This is an optimization exercise on Yosys and OpenROAD, whose aim is small area, not a production implementation.
Function was checked by simulation only, so behaviour that the tests miss may differ from the original.
The flow treats the clock pin as an ideal source, which a real chip does not have.
Power and IR drop assume default switching activity.

**config.mk**
```make
export PLATFORM = sky130hd
export DESIGN_NAME = xor_encrypt
export DESIGN_NICKNAME = xor_encrypt
export VERILOG_FILES = /design/flow/design.v
export SDC_FILE = /design/flow/constraint.sdc
export NUM_CORES = 4
export LEC_CHECK = 0
export CAP_MARGIN = 20
export CORE_MARGIN = 2
export CORE_UTILIZATION = 40
export CTS_BUF_LIST = sky130_fd_sc_hd__clkbuf_8
export CTS_CLUSTER_DIAMETER = 100
export CTS_CLUSTER_SIZE = 16
export SLEW_MARGIN = 20
export SYNTH_HIERARCHICAL = 1
export SYNTH_MINIMUM_KEEP_SIZE = 0
```
**constraint.sdc**
```tcl
create_clock -name core_clock -period 4.0 [get_ports {clk}]
set_input_delay 0.8000 -clock core_clock [delete_from_list [all_inputs] [get_ports {clk}]]
set_output_delay 0.8000 -clock core_clock [all_outputs]
set_load 0.01 [all_outputs]
```
**design.v**
```verilog
module xor_gate(
    input logic [7:0] A,
    input logic [7:0] B,
    output logic [7:0] Y
);
    assign Y = A^B;
endmodule
`timescale 1ns/1ps
module xor_encrypt(
        input logic clk,
        input logic valid_in,
        input logic [7:0] key,
        input logic [255:0] code,
        output logic [255:0] code_out,
        output logic valid_out
);
logic [255:0] d;    
logic [7:0] n0;
logic [7:0] n1;
logic [7:0] n2;
logic [7:0] n3;
logic [7:0] n4;
logic [7:0] n5;
logic [7:0] n6;
logic [7:0] n7;
logic [7:0] n8;
logic [7:0] n9;
logic [7:0] n10;
logic [7:0] n11;
logic [7:0] n12;
logic [7:0] n13;
logic [7:0] n14;
logic [7:0] n15;
logic [7:0] n16;
logic [7:0] n17;
logic [7:0] n18;
logic [7:0] n19;
logic [7:0] n20;
logic [7:0] n21;
logic [7:0] n22;
logic [7:0] n23;
logic [7:0] n24;
logic [7:0] n25;
logic [7:0] n26;
logic [7:0] n27;
logic [7:0] n28;
logic [7:0] n29;
logic [7:0] n30;
logic [7:0] n31;
logic [7:0] n32;
logic [7:0] n33;
logic [7:0] n34;
logic [7:0] n35;
logic [7:0] n36;
logic [7:0] n37;
logic [7:0] n38;
logic [7:0] n39;
logic [7:0] n40;
logic [7:0] n41;
logic [7:0] n42;
logic [7:0] n43;
logic [7:0] n44;
logic [7:0] n45;
logic [7:0] n46;
logic [7:0] n47;
logic [7:0] n48;
logic [7:0] n49;
logic [7:0] n50;
logic [7:0] n51;
logic [7:0] n52;
logic [7:0] n53;
logic [7:0] n54;
logic [7:0] n55;
logic [7:0] n56;
logic [7:0] n57;
xor_gate u_n0 (.A(key), .B(code[7:0]), .Y(n0));
xor_gate u_n1 (.A(code[15:8]), .B(code[23:16]), .Y(n1));
xor_gate u_n2 (.A(code[31:24]), .B(code[39:32]), .Y(n2));
xor_gate u_n3 (.A(code[47:40]), .B(code[55:48]), .Y(n3));
xor_gate u_n4 (.A(code[63:56]), .B(code[71:64]), .Y(n4));
xor_gate u_n5 (.A(code[79:72]), .B(code[87:80]), .Y(n5));
xor_gate u_n6 (.A(code[95:88]), .B(code[103:96]), .Y(n6));
xor_gate u_n7 (.A(code[111:104]), .B(code[119:112]), .Y(n7));
xor_gate u_n8 (.A(code[127:120]), .B(code[135:128]), .Y(n8));
xor_gate u_n9 (.A(code[143:136]), .B(code[151:144]), .Y(n9));
xor_gate u_n10 (.A(code[159:152]), .B(code[167:160]), .Y(n10));
xor_gate u_n11 (.A(code[175:168]), .B(code[183:176]), .Y(n11));
xor_gate u_n12 (.A(code[191:184]), .B(code[199:192]), .Y(n12));
xor_gate u_n13 (.A(code[207:200]), .B(code[215:208]), .Y(n13));
xor_gate u_n14 (.A(code[223:216]), .B(code[231:224]), .Y(n14));
xor_gate u_n15 (.A(code[239:232]), .B(code[247:240]), .Y(n15));
xor_gate u_n16 (.A(n0), .B(n1), .Y(n16));
xor_gate u_n17 (.A(n2), .B(n3), .Y(n17));
xor_gate u_n18 (.A(n4), .B(n5), .Y(n18));
xor_gate u_n19 (.A(n6), .B(n7), .Y(n19));
xor_gate u_n20 (.A(n8), .B(n9), .Y(n20));
xor_gate u_n21 (.A(n10), .B(n11), .Y(n21));
xor_gate u_n22 (.A(n12), .B(n13), .Y(n22));
xor_gate u_n23 (.A(n14), .B(n15), .Y(n23));
xor_gate u_n24 (.A(n16), .B(n17), .Y(n24));
xor_gate u_n25 (.A(n18), .B(n19), .Y(n25));
xor_gate u_n26 (.A(n20), .B(n21), .Y(n26));
xor_gate u_n27 (.A(n22), .B(n23), .Y(n27));
xor_gate u_n28 (.A(n24), .B(n25), .Y(n28));
xor_gate u_n29 (.A(n26), .B(n27), .Y(n29));
xor_gate u_n30 (.A(n28), .B(n29), .Y(n30));
xor_gate u_n31 (.A(n28), .B(n26), .Y(n31));
xor_gate u_n32 (.A(n24), .B(n18), .Y(n32));
xor_gate u_n33 (.A(n28), .B(n20), .Y(n33));
xor_gate u_n34 (.A(n31), .B(n22), .Y(n34));
xor_gate u_n35 (.A(n16), .B(n2), .Y(n35));
xor_gate u_n36 (.A(n24), .B(n4), .Y(n36));
xor_gate u_n37 (.A(n32), .B(n6), .Y(n37));
xor_gate u_n38 (.A(n28), .B(n8), .Y(n38));
xor_gate u_n39 (.A(n33), .B(n10), .Y(n39));
xor_gate u_n40 (.A(n31), .B(n12), .Y(n40));
xor_gate u_n41 (.A(n34), .B(n14), .Y(n41));
xor_gate u_n42 (.A(n0), .B(code[15:8]), .Y(n42));
xor_gate u_n43 (.A(n16), .B(code[31:24]), .Y(n43));
xor_gate u_n44 (.A(n35), .B(code[47:40]), .Y(n44));
xor_gate u_n45 (.A(n24), .B(code[63:56]), .Y(n45));
xor_gate u_n46 (.A(n36), .B(code[79:72]), .Y(n46));
xor_gate u_n47 (.A(n32), .B(code[95:88]), .Y(n47));
xor_gate u_n48 (.A(n37), .B(code[111:104]), .Y(n48));
xor_gate u_n49 (.A(n28), .B(code[127:120]), .Y(n49));
xor_gate u_n50 (.A(n38), .B(code[143:136]), .Y(n50));
xor_gate u_n51 (.A(n33), .B(code[159:152]), .Y(n51));
xor_gate u_n52 (.A(n39), .B(code[175:168]), .Y(n52));
xor_gate u_n53 (.A(n31), .B(code[191:184]), .Y(n53));
xor_gate u_n54 (.A(n40), .B(code[207:200]), .Y(n54));
xor_gate u_n55 (.A(n34), .B(code[223:216]), .Y(n55));
xor_gate u_n56 (.A(n41), .B(code[239:232]), .Y(n56));
xor_gate u_n57 (.A(n30), .B(code[255:248]), .Y(n57));
assign d[7:0] = n0;
assign d[15:8] = n42;
assign d[23:16] = n16;
assign d[31:24] = n43;
assign d[39:32] = n35;
assign d[47:40] = n44;
assign d[55:48] = n24;
assign d[63:56] = n45;
assign d[71:64] = n36;
assign d[79:72] = n46;
assign d[87:80] = n32;
assign d[95:88] = n47;
assign d[103:96] = n37;
assign d[111:104] = n48;
assign d[119:112] = n28;
assign d[127:120] = n49;
assign d[135:128] = n38;
assign d[143:136] = n50;
assign d[151:144] = n33;
assign d[159:152] = n51;
assign d[167:160] = n39;
assign d[175:168] = n52;
assign d[183:176] = n31;
assign d[191:184] = n53;
assign d[199:192] = n40;
assign d[207:200] = n54;
assign d[215:208] = n34;
assign d[223:216] = n55;
assign d[231:224] = n41;
assign d[239:232] = n56;
assign d[247:240] = n30;
assign d[255:248] = n57;
always_ff @(posedge clk) begin
    valid_out <= valid_in;
end
always_ff @(posedge clk) begin
    if (valid_in) code_out <= d;
end
endmodule
```
**run.sh**
```bash
#!/bin/bash
# synth_recipe.tcl (not shown) runs the flow's synth.tcl, then flattens the netlist and writes it again
# the make line also repeats each setting of config.mk as NAME=value (left out here)
make -C /OpenROAD-flow-scripts/flow DESIGN_CONFIG=/design/flow/config.mk WORK_HOME=/design/flow/orfs CLKGATE_MAP_FILE= SYNTH_SCRIPT=/design/flow/synth_recipe.tcl finish
```
==> run summary, run 1 <==
end point of the worst hold path code_out[141]; LEAKAGE 6.92 nW; PostCTS Resize Cnt 0; Hold Vio Cnt, Final 0; largest net degree at the start of global routing 80; number of buffers created by CTS 20; clk slew on worst S/H paths 0.10 ns; share of layout cells above drive strength 1 4.44%; Die Y 176 microns; Max VDD drop 0.308 mV; DR vias/cell 4.39; Post-CTS Hold Fix Bufs 0; port bufs 522; cell row count 62; DR iter-0 viols 339; Distinct cells, synth 3; Tcrit/Tclk final 81.0%; Worst Path Required 4.29 ns; pwr dens 705 nW/um^2; Fin Setup TNS 0 ns; cells after synthesis 721; crit end category register; Crit Path Category primary input to register; Placement Setup Slack 0.176 ns; Post-CTS Setup Repair Bufs 0; Wirelength per Cell 20.5 microns; flops & latches, synth 257; die footprint 30,800 sq um; initial antenna violation count 4; final setup violation count 0; fin nets 1,566; Total GRT Usage 21.9%; post-synthesis sequential area ratio 65.5%; GRT overflow 0; max-cap check violation count 0; placed insts 1,662; initial core utilization 40.8%; hold_sp valid_in; Synth top area share 65.3%; WL final 34,600 microns; Worst Hold Slack 0.733 ns; Hold Crit Class primary input to register; outcome complete, no violations; synth cell count leaders xor2_1 (464), edfxtp_1 (256), dfxtp_1 (1); Post-synth EDFFs 256; Period minus WS final 3.24 ns; clock buffer depth 3; Mapped Area 11,800 sq um; CP Launch Type primary input; RePlAce Congestion 0.850; first-pass GRT wire length 49,300 microns; fill cell count 2,299; htree depth 1; area leader, netlist edfxtp_1; root buffer cell clkbuf_8; Worst Path Max Fanout 4; Final WS setup 0.760 ns; final instance area 18,100 sq um; RSZ-0062 raised after global routing false; max-slew violation count 0; WP data arrival 3.53 ns; Most used DFF post-synth edfxtp_1; hold path depth 1; post-route ant nets 0; Mapped Avg Cell Area 16.3 sq um; Rel. slew slack 57.4%; die width 176 microns; main area contributors after synthesis edfxtp_1 (65%), xor2_1 (35%), dfxtp_1 (0.17%); placed instance area 17,800 sq um; Sinks on Clock Net 257; Remaining DRCs 0; Ports 523; Least-Margin Pin Slew 0.639 ns; FMAX 309 MHz; final std cells w/o fill 1,694; Post-synth ARST share 0%; Detail Placement HPWL 28,500 microns; via count 7,438; TritonRoute pass-1 iters 4; CTS tree yes; count leader, synth xor2_1; Yosys warnings 7; Core Footprint 28,900 sq um; Syn Nets 987; vias in the first global route 7,787; area delta synth->final 53.8%
==> report_power, final <==
part           internal (W)  switching (W)
logic               0.00319        0.00316
registers           0.00479       0.000285
clock network      0.000492       0.000857
total               0.00847        0.00430
==> layer usage <==
| layer | GRT usage (%) | vias to the layer above | part of all wire, % | wire, microns |
|---|---|---|---|---|
| li1 | - | 3609 | - | - |
| met5 | 0 | - | 0.038 | 13 |
| met1 | 23.2 | 3435 | 35 | 12000 |
| met2 | 39.2 | 320 | 51 | 17800 |
| met3 | 7.81 | 72 | 9.4 | 3260 |
| met4 | 9.30 | 2 | 4.5 | 1550 |
==> Yosys stat by module, one instance, submodules excluded <==
module	area, sq um	flip-flops and latches	copies in the design	cells inside
xor_encrypt	7710	257	1	257
xor_gate	70.1	0	58	8
==> cell families after synthesis <==
group,after synthesis,share of synthesized area (%)
flip-flops,257,65.5
XOR/XNOR,464,34.5
==> sequential cells by signal, indices dropped and copies added, names as in the netlist <==
| register | cells |
|---|---|
| code_out | 256 |
| valid_out | 1 |
==> cells in the final DEF, fill, tap and decap left out <==
cell             count
dfxtp_1              1
buf_4               33
buf_8                1
diode_2              3
clkdlybuf4s50_1    521
xor2_1             464
buf_12               2
clkbuf_8            21
inv_1                7
inv_12               1
edfxtp_1           256
==> critical path, stage by stage <==
cell             delay [ns]
clkdlybuf4s50_1        0.49
xor2_1                 0.30
xor2_1                 0.41
xor2_1                 0.27
xor2_1                 0.35
xor2_1                 0.25
xor2_1                 0.31
xor2_1                 0.26
xor2_1                 0.09
==> through the flow <==
step                utilization, %  total power (W)
floorplan                        -          0.00796
global placement              61.6           0.0115
detailed placement            61.6           0.0116
CTS                           62.7           0.0129
global route                  62.8           0.0135
finish                        62.8           0.0128
==> how the worst max path moves through the flow <==
stage | from | to | slack (ns) | depth (start not counted)
floorplan | code[0] | code_out[232] | 0.55 | 8
global placement | key[3] | code_out[235] | 0.29 | 9
detailed placement | key[3] | code_out[171] | 0.18 | 9
CTS | key[3] | code_out[235] | 0.77 | 9
global route | key[3] | code_out[235] | 0.61 | 9
finish | key[3] | code_out[235] | 0.76 | 9
==> cell type report <==
| type | count | area, sq um | share of cell area, % |
|---|---|---|---|
| Multi-Input combinational cell | 464 | 4060 | 22.4 |
| Clock buffer | 21 | 289 | 1.60 |
| Timing Repair Buffer | 557 | 5520 | 30.5 |
| Tap cell | 384 | 480 | 2.65 |
| Clock inverter | 8 | 42.5 | 0.235 |
| Sequential cell | 257 | 7710 | 42.6 |
| Antenna cell | 3 | 7.51 | 0.0415 |
==> inputs of run 2 (changes only) <==
==> flow/run.sh (new file) <==
#!/bin/bash
# Own layout flow: the standard flow (standard synthesis unchanged) with two changes:
#  - the buffers that global placement puts on every input and output port are the
#    smallest buffer, sky130_fd_sc_hd__buf_1, instead of the default pick;
#  - post_gpl.tcl drops the buffers that timing-driven global placement adds while the
#    clock is still ideal; the repairs after clock tree synthesis add what the real
#    clock timing needs.
# make's full output goes to flow_make.log in this folder; ORFS writes each step's log
# under orfs/logs/.
set -euo pipefail
export BUFFER_PORTS_ARGS="-buffer_cell sky130_fd_sc_hd__buf_1"
export POST_GLOBAL_PLACE_TCL="$PWD/flow/post_gpl.tcl"
bash standard.sh finish > flow_make.log 2>&1
test -f out/final.def
==> flow/post_gpl.tcl (new file) <==
# Post global placement hook.
# Drop the buffers that timing-driven global placement added (instances named place*),
# reconnecting their loads to the buffer's input net.
proc drop_place_buffers {} {
  set n 0
  foreach inst [get_cells -quiet place*] {
    set ref [get_property $inst ref_name]
    if { ![regexp {^sky130_fd_sc_hd__(buf|clkbuf)_[0-9]+$} $ref] } { continue }
    set name [get_full_name $inst]
    set in_net [get_nets -of_objects [get_pins $name/A]]
    set out_net [get_nets -of_objects [get_pins $name/X]]
    set loads {}
    foreach pin [get_pins -quiet -of_objects $out_net] {
      if { [get_full_name $pin] != "$name/X" } { lappend loads $pin }
    }
    if { [llength [get_ports -quiet -of_objects $out_net]] > 0 } { continue }
    disconnect_pin $in_net [get_pins $name/A]
    disconnect_pin $out_net [get_pins $name/X]
    foreach pin $loads {
      disconnect_pin $out_net $pin
      connect_pin $in_net $pin
    }
    delete_instance $inst
    delete_net $out_net
    incr n
  }
  puts "Dropped $n placement buffers."
}
drop_place_buffers
==> standard.sh (new file) <==
#!/bin/bash
# synth_recipe.tcl (not shown) runs the flow's synth.tcl, then flattens the netlist and writes it again
# the make line also repeats each setting of config.mk as NAME=value (left out here)
make -C /OpenROAD-flow-scripts/flow DESIGN_CONFIG=/design/flow/config.mk WORK_HOME=/design/flow/orfs CLKGATE_MAP_FILE= SYNTH_SCRIPT=/design/flow/synth_recipe.tcl "${@:-finish}"
--- a/config.mk
+++ b/config.mk
@@ -8,9 +8,9 @@
 export CAP_MARGIN = 20
 export CORE_MARGIN = 2
 export CORE_UTILIZATION = 40
-export CTS_BUF_LIST = sky130_fd_sc_hd__clkbuf_8
-export CTS_CLUSTER_DIAMETER = 100
-export CTS_CLUSTER_SIZE = 16
+export CTS_BUF_LIST = sky130_fd_sc_hd__clkbuf_16
+export CTS_CLUSTER_DIAMETER = 120
+export CTS_CLUSTER_SIZE = 30
 export SLEW_MARGIN = 20
 export SYNTH_HIERARCHICAL = 1
 export SYNTH_MINIMUM_KEEP_SIZE = 0
removed: run.sh
==> run summary, run 2 <==
placed insts 1,628; Remaining DRCs 0; register share of total power 46.3%; Wirelength per Cell 18.2 microns; P_int 0.00690 W; met2 WL post-DR 15,600 microns; first-pass GRT wire length 42,600 microns; FMAX 276 MHz; Post-synth EDFFs 256; TritonRoute pass-1 iters 4; Fin Setup TNS 0 ns; Synth top area share 65.3%; Mapped Avg Cell Area 16.3 sq um; max reg flops 256; area leader, netlist edfxtp_1; number of buffers created by CTS 12; Hold Crit Class primary input to register; main area contributors after synthesis edfxtp_1 (65%), xor2_1 (35%), dfxtp_1 (0.17%); DR vias/cell 4.43; vias in the first global route 7,310; Yosys warnings 7; pwr dens 751 nW/um^2; root buffer cell clkbuf_16; Ports 523; Core Footprint 28,900 sq um; flops & latches, synth 257; Post-CTS Setup Repair Bufs 0; Syn Nets 987; crit path to code_out[238]; clock buffer depth 3; die footprint 30,800 sq um; Post-CTS Hold Fix Bufs 0; wl on met1 11,600 microns; post-route ant nets 0; via count 7,300; initial core utilization 40.8%; final std cells w/o fill 1,646; area delta synth->final 24.4%; outcome complete, no violations; CP Launch Point key[6]; port bufs 522; Crit Path Category primary input to register; Least-Margin Pin Slew 0.756 ns; largest net degree at the start of global routing 130; LEAKAGE 5.34 nW; Max VDD drop 0.331 mV; Die Y 176 microns; CTS tree yes; Total GRT Usage 18.2%; post-synthesis sequential area ratio 65.5%; fin nets 1,524; synth cell count leaders xor2_1 (464), edfxtp_1 (256), dfxtp_1 (1); Sw Share 37.3%; commonest non-fill, non-tap cell in the layout buf_1; hold_sp code[251]; Period minus WS final 3.62 ns; share of layout cells above drive strength 1 1.35%; GRT overflow 0; DR iter-0 viols 335; most frequent cells in the layout buf_1 (521), xor2_1 (464), edfxtp_1 (256); max layer used met4; P_sw 0.00410 W; Top Registers code_out: 256 flops, valid_out: 1 flops; count leader, synth xor2_1; Final WS setup 0.382 ns; met3 WL 2090 microns; Worst Path Max Fanout 6; max-slew violation count 0; Sinks on Clock Net 257; crit end category register; htree depth 1; Comb pwr share 40.1%; WP data arrival 3.85 ns; final setup violation count 0; RSZ-0062 raised after global routing false; Worst Path Required 4.23 ns; Hold Vio Cnt, Final 0; initial antenna violation count 0; Mapped Area 11,800 sq um; max-cap check violation count 0; Placement Setup Slack -0.164 ns; Distinct cells, synth 3; Post-synth ARST share 0%; cells after synthesis 721; cell row count 62; clk slew on worst S/H paths 0.12 ns; WL final 30,000 microns; Clk network pwr share 13.6%; largest register by flop count code_out; Most used DFF post-synth edfxtp_1; Detail Placement HPWL 24,200 microns; Tcrit/Tclk final 90.5%; die width 176 microns; CP Launch Type primary input; Rel. slew slack 49.5%; PostCTS Resize Cnt 0; antenna cells 0
run 2: cell count changes in the layout (fill, tap and decap cells not counted), sizes merged:
cell           previous run  this run
diode                     3         0
clkbuf                   21        14
clkdlybuf4s50           521         0
buf                      36       522
inv                       8         4
bufinv                    0         1
run 2: per-stage QoR:
stage / utilization [%] / power [W] / area, sq um / hold slack [ns]
2_1_floorplan: - / 0.00796 / 11800 / 0.828
3_3_place_gp: 50.1 / 0.00978 / 14500 / 1.12
3_5_place_dp: 49.4 / 0.00963 / 14300 / 1.13
4_1_cts: 50.7 / 0.0111 / 14600 / 0.605
5_1_grt: 50.7 / 0.0117 / 14600 / 0.608
6_report: 50.7 / 0.0110 / 14600 / 0.610
run 2: worst min path at each step:
stage / end / slack, ns / depth (start not counted)
global route: code_out[251] / 0.61 / 2
floorplan: valid_out / 0.83 / 0
CTS: code_out[251] / 0.60 / 2
finish: code_out[251] / 0.61 / 2
detailed placement: code_out[250] / 1.13 / 2
global placement: code_out[250] / 1.12 / 2
run 2: cell type report:
class / instances / area (sq um)
fillers: 2637 / 14200
flip-flops and latches: 257 / 7710
multi-input cells: 464 / 4060
repair buffers: 523 / 2010
well taps: 384 / 480
clock buffers: 13 / 325
clock inverters: 5 / 52.6
run 2: kinds of logic after synthesis:
family and share of synthesized area, %:
flops 65.5, xor+xnor 34.5
run 2: critical path, cell delays in order:
cell and delay, ns:
buf_1 0.09, xor2_1 0.28, xor2_1 0.51, xor2_1 0.55, xor2_1 0.57, xor2_1 0.42
xor2_1 0.31, xor2_1 0.24, xor2_1 0.09
run 2: power groups by stage:
stage	clock network, W	logic (W)	registers [W]
after CTS	0.00154	0.00449	0.00510
after detailed placement	0	0.00447	0.00516
after global placement	0	0.00464	0.00514
after floorplan	0	0.00221	0.00575
after global routing	0.00163	0.00486	0.00519
final	0.00149	0.00441	0.00509
run 2: Yosys stat by module, one instance, submodules excluded:
| module | flops+latches | area [sq um] | cells inside |
|---|---|---|---|
| xor_encrypt | 257 | 7710 | 257 |
| xor_gate | 0 | 70.1 | 8 |
run 2: per-layer routing:
metal,GRT usage [%],vias up
li1,-,3509
met1,21.6,3471
met2,33.7,287
met3,3.85,33
met4,4.44,0
met5,0,-
==> inputs of run 3 (changes only) <==
==> flow/run.sh (replaced) <==
#!/bin/bash
# Own layout flow: the standard flow (standard synthesis unchanged) with these changes:
#  - the buffers that global placement puts on every input and output port are the
#    smallest buffer, sky130_fd_sc_hd__buf_1, instead of the default pick;
#  - post_gpl.tcl drops the buffers that timing-driven global placement adds while the
#    clock is still ideal; the repairs after clock tree synthesis add what the real
#    clock timing needs;
#  - those repairs try buffering before sizing gates up, and small_bufs.tcl keeps them
#    to the small buffers (no large or delay buffers, no xor2_4).
# make's full output goes to flow_make.log in this folder; ORFS writes each step's log
# under orfs/logs/.
set -euo pipefail
export BUFFER_PORTS_ARGS="-buffer_cell sky130_fd_sc_hd__buf_1"
export POST_GLOBAL_PLACE_TCL="$PWD/flow/post_gpl.tcl"
export SETUP_MOVE_SEQUENCE="unbuffer,swap,buffer,sizeup"
export PRE_CTS_TCL="$PWD/flow/small_bufs.tcl"
export PRE_GLOBAL_ROUTE_TCL="$PWD/flow/small_bufs.tcl"
bash standard.sh finish > flow_make.log 2>&1
test -f out/final.def
==> flow/small_bufs.tcl (new file) <==
# Timing repairs after clock tree synthesis: buffer with the small buffers only.
set_dont_use [get_lib_cells {sky130_fd_sc_hd__buf_4 sky130_fd_sc_hd__buf_6 sky130_fd_sc_hd__buf_8 sky130_fd_sc_hd__buf_12 sky130_fd_sc_hd__buf_16 sky130_fd_sc_hd__xor2_4 sky130_fd_sc_hd__dlygate* sky130_fd_sc_hd__dlymetal* sky130_fd_sc_hd__clkdlybuf* sky130_fd_sc_hd__bufbuf* sky130_fd_sc_hd__clkbuf_4 sky130_fd_sc_hd__clkbuf_8}]
--- a/config.mk
+++ b/config.mk
@@ -8,9 +8,9 @@
 export CAP_MARGIN = 20
 export CORE_MARGIN = 2
 export CORE_UTILIZATION = 40
-export CTS_BUF_LIST = sky130_fd_sc_hd__clkbuf_16
-export CTS_CLUSTER_DIAMETER = 120
-export CTS_CLUSTER_SIZE = 30
+export CTS_BUF_LIST = sky130_fd_sc_hd__clkbuf_8
+export CTS_CLUSTER_DIAMETER = 100
+export CTS_CLUSTER_SIZE = 16
 export SLEW_MARGIN = 20
 export SYNTH_HIERARCHICAL = 1
 export SYNTH_MINIMUM_KEEP_SIZE = 0
==> run summary, run 3 <==
outcome complete, no violations; Core Footprint 28,900 sq um; Rel. slew slack 48.9%; register area 7710 sq um; WP data arrival 3.88 ns; Max VDD drop 0.326 mV; Least-Margin Pin Slew 0.764 ns; largest net degree at the start of global routing 130; first-pass GRT wire length 42,700 microns; Hold Crit Class primary input to register; pwr dens 744 nW/um^2; initial core utilization 40.8%; Ports 523; Final WS setup 0.410 ns; Distinct cells, synth 3; post-synthesis sequential area ratio 65.5%; synth cell count leaders xor2_1 (464), edfxtp_1 (256), dfxtp_1 (1); CP max stage delay 0.59 ns; vias in the first global route 7,345; Crit Path Category primary input to register; final instance area 14,600 sq um; RSZ-0062 raised after global routing false; final core occ 50.6%; Total GRT Usage 18.4%; final setup violation count 0; commonest non-fill, non-tap cell in the layout buf_1; area taken by multi-input logic gates 4060 sq um; via count 7,342; initial antenna violation count 1; Wirelength per Cell 18.2 microns; CP max-delay cell xor2_1; Hold Vio Cnt, Final 0; Worst Path Required 4.29 ns; Most used DFF post-synth edfxtp_1; GRT overflow 0; Synth top area share 65.3%; Detail Placement HPWL 24,200 microns; Post-synth EDFFs 256; Post-synth ARST share 0%; die width 176 microns; LEAKAGE 5.34 nW; post-route ant nets 0; Mapped Area 11,800 sq um; largest delay contributor family on the critical path XOR/XNOR gates; TritonRoute pass-1 iters 5; port bufs 522; main area contributors after synthesis edfxtp_1 (65%), xor2_1 (35%), dfxtp_1 (0.17%); CP Cell Sequence buf_1, xor2_1, xor2_1, xor2_1, xor2_1, xor2_1, xor2_1, xor2_1, xor2_1; area delta synth->final 24.0%; max-slew violation count 0; Mapped Avg Cell Area 16.3 sq um; cells after synthesis 721; cell row count 62; CTS tree yes; area leader, netlist edfxtp_1; WL final 30,200 microns; DR iter-0 viols 362; Placement Setup Slack -0.164 ns; Period minus WS final 3.59 ns; die footprint 30,800 sq um; placed instance area 14,300 sq um; Yosys warnings 7; clk slew on worst S/H paths 0.11 ns; CP Launch Type primary input; most frequent cells in the layout buf_1 (521), xor2_1 (464), edfxtp_1 (256); share of layout cells above drive strength 1 1.88%; Remaining DRCs 0; fin nets 1,532; Syn Nets 987; Tcrit/Tclk final 89.7%; Sinks on Clock Net 257; crit path buf inv count 1; max-cap check violation count 0; largest register by flop count code_out; fill cell count 2,661; Post-CTS Hold Fix Bufs 0; flops & latches, synth 257; Post-CTS Setup Repair Bufs 0; Final Power 0.0109 W; Die Y 176 microns; PostCTS Resize Cnt 0; Worst path most repeated cell xor2_1; crit end category register; count leader, synth xor2_1; Worst Path Max Fanout 6; Top Registers code_out: 256 flops, valid_out: 1 flops; number of buffers created by CTS 20; DR vias/cell 4.43; max reg flops 256; FMAX 279 MHz
[run 3: cell types whose count changed in the layout (fill, tap and decap cells not counted), sizes merged]
cell    previous run  this run
inv                4         9
bufinv             1         0
diode              0         1
clkbuf            14        22
[run 3: power breakdown]
part / internal (W) / total (W) / switching [W]
registers: 0.00479 / 0.00509 / 0.000298
clock network: 0.000494 / 0.00136 / 0.000864
logic: 0.00144 / 0.00441 / 0.00297
total: 0.00673 / 0.0109 / 0.00413
[run 3: worst paths after layout]
check	startpoint	end	slack (ns)	cells past startpoint
worst min-delay path	code[250]	code_out[250]	0.57	2
worst max-delay path	key[6]	code_out[238]	0.41	9
[run 3: area by class of cell]
class / count / area share (%)
clock buffers: 21 / 1.98
diodes: 1 / 0.0171
clock inverters: 9 / 0.317
well taps: 384 / 3.29
repair buffers: 523 / 13.8
flip-flops and latches: 257 / 52.8
multi-input cells: 464 / 27.8
[run 3: per-module statistics from Yosys (local to each module, per instance)]
module | cell area, sq um | cells inside
xor_gate | 70.1 | 8
xor_encrypt | 7710 | 257
[run 3: logic make-up after synthesis]
logic type / Yosys count / synth area share (%)
XOR/XNOR: 464 / 34.5
flip-flops: 257 / 65.5
[run 3: layer usage]
metal | vias up | global-route usage, % | wire length (microns)
met5 | - | 0 | 0
met2 | 313 | 33.2 | 15500
met4 | 0 | 6.06 | 895
li1 | 3523 | - | -
met1 | 3463 | 21.5 | 11600
met3 | 43 | 4.37 | 2300
[run 3: per-stage QoR]
stage / setup TNS, ns / cells / hold WS [ns]
6_report: 0 / 1659 / 0.574
5_1_grt: 0 / 1659 / 0.546
3_5_place_dp: -1.05 / 1628 / 1.13
3_3_place_gp: 0 / 1654 / 1.12
2_1_floorplan: 0 / 721 / 0.828
4_1_cts: 0 / 1658 / 0.534

afterwards: timing with drivers on the ports:
The flow's constraints put no driver on any port. The routed layouts listed below were extracted and timed again, unchanged, in two steps.
Step 1 sets driving cells, clkbuf_16 on the clock port and buf_2 on the other inputs (assumed; they add their load-dependent delay and slew).
Step 2 times the ports against the registers' clock, not the clock port: input delays grow and output delays shrink by t, the midpoint of the rising clock arrivals with the driver on.
Slacks: ideal / step 1 / step 2; pairs: ideal / step 1.
run	shift t [ns]	slack for setup (ns)	worst setup path after step 2	pins driven straight from the clock port
run 1	0.573	0.760 / 0.777 / 0.204	input to register	1
run 2	0.526	0.382 / 0.403 / -0.123	input to register	1
run 3	0.569	0.410 / 0.427 / -0.142	input to register	1
With both steps, setup timing fails in run 2 and run 3, where it was met with ideal ports. For run 1, which loses most, drivers alone change the setup slack by +0.017 ns; drivers and shift together by -0.556 ns.
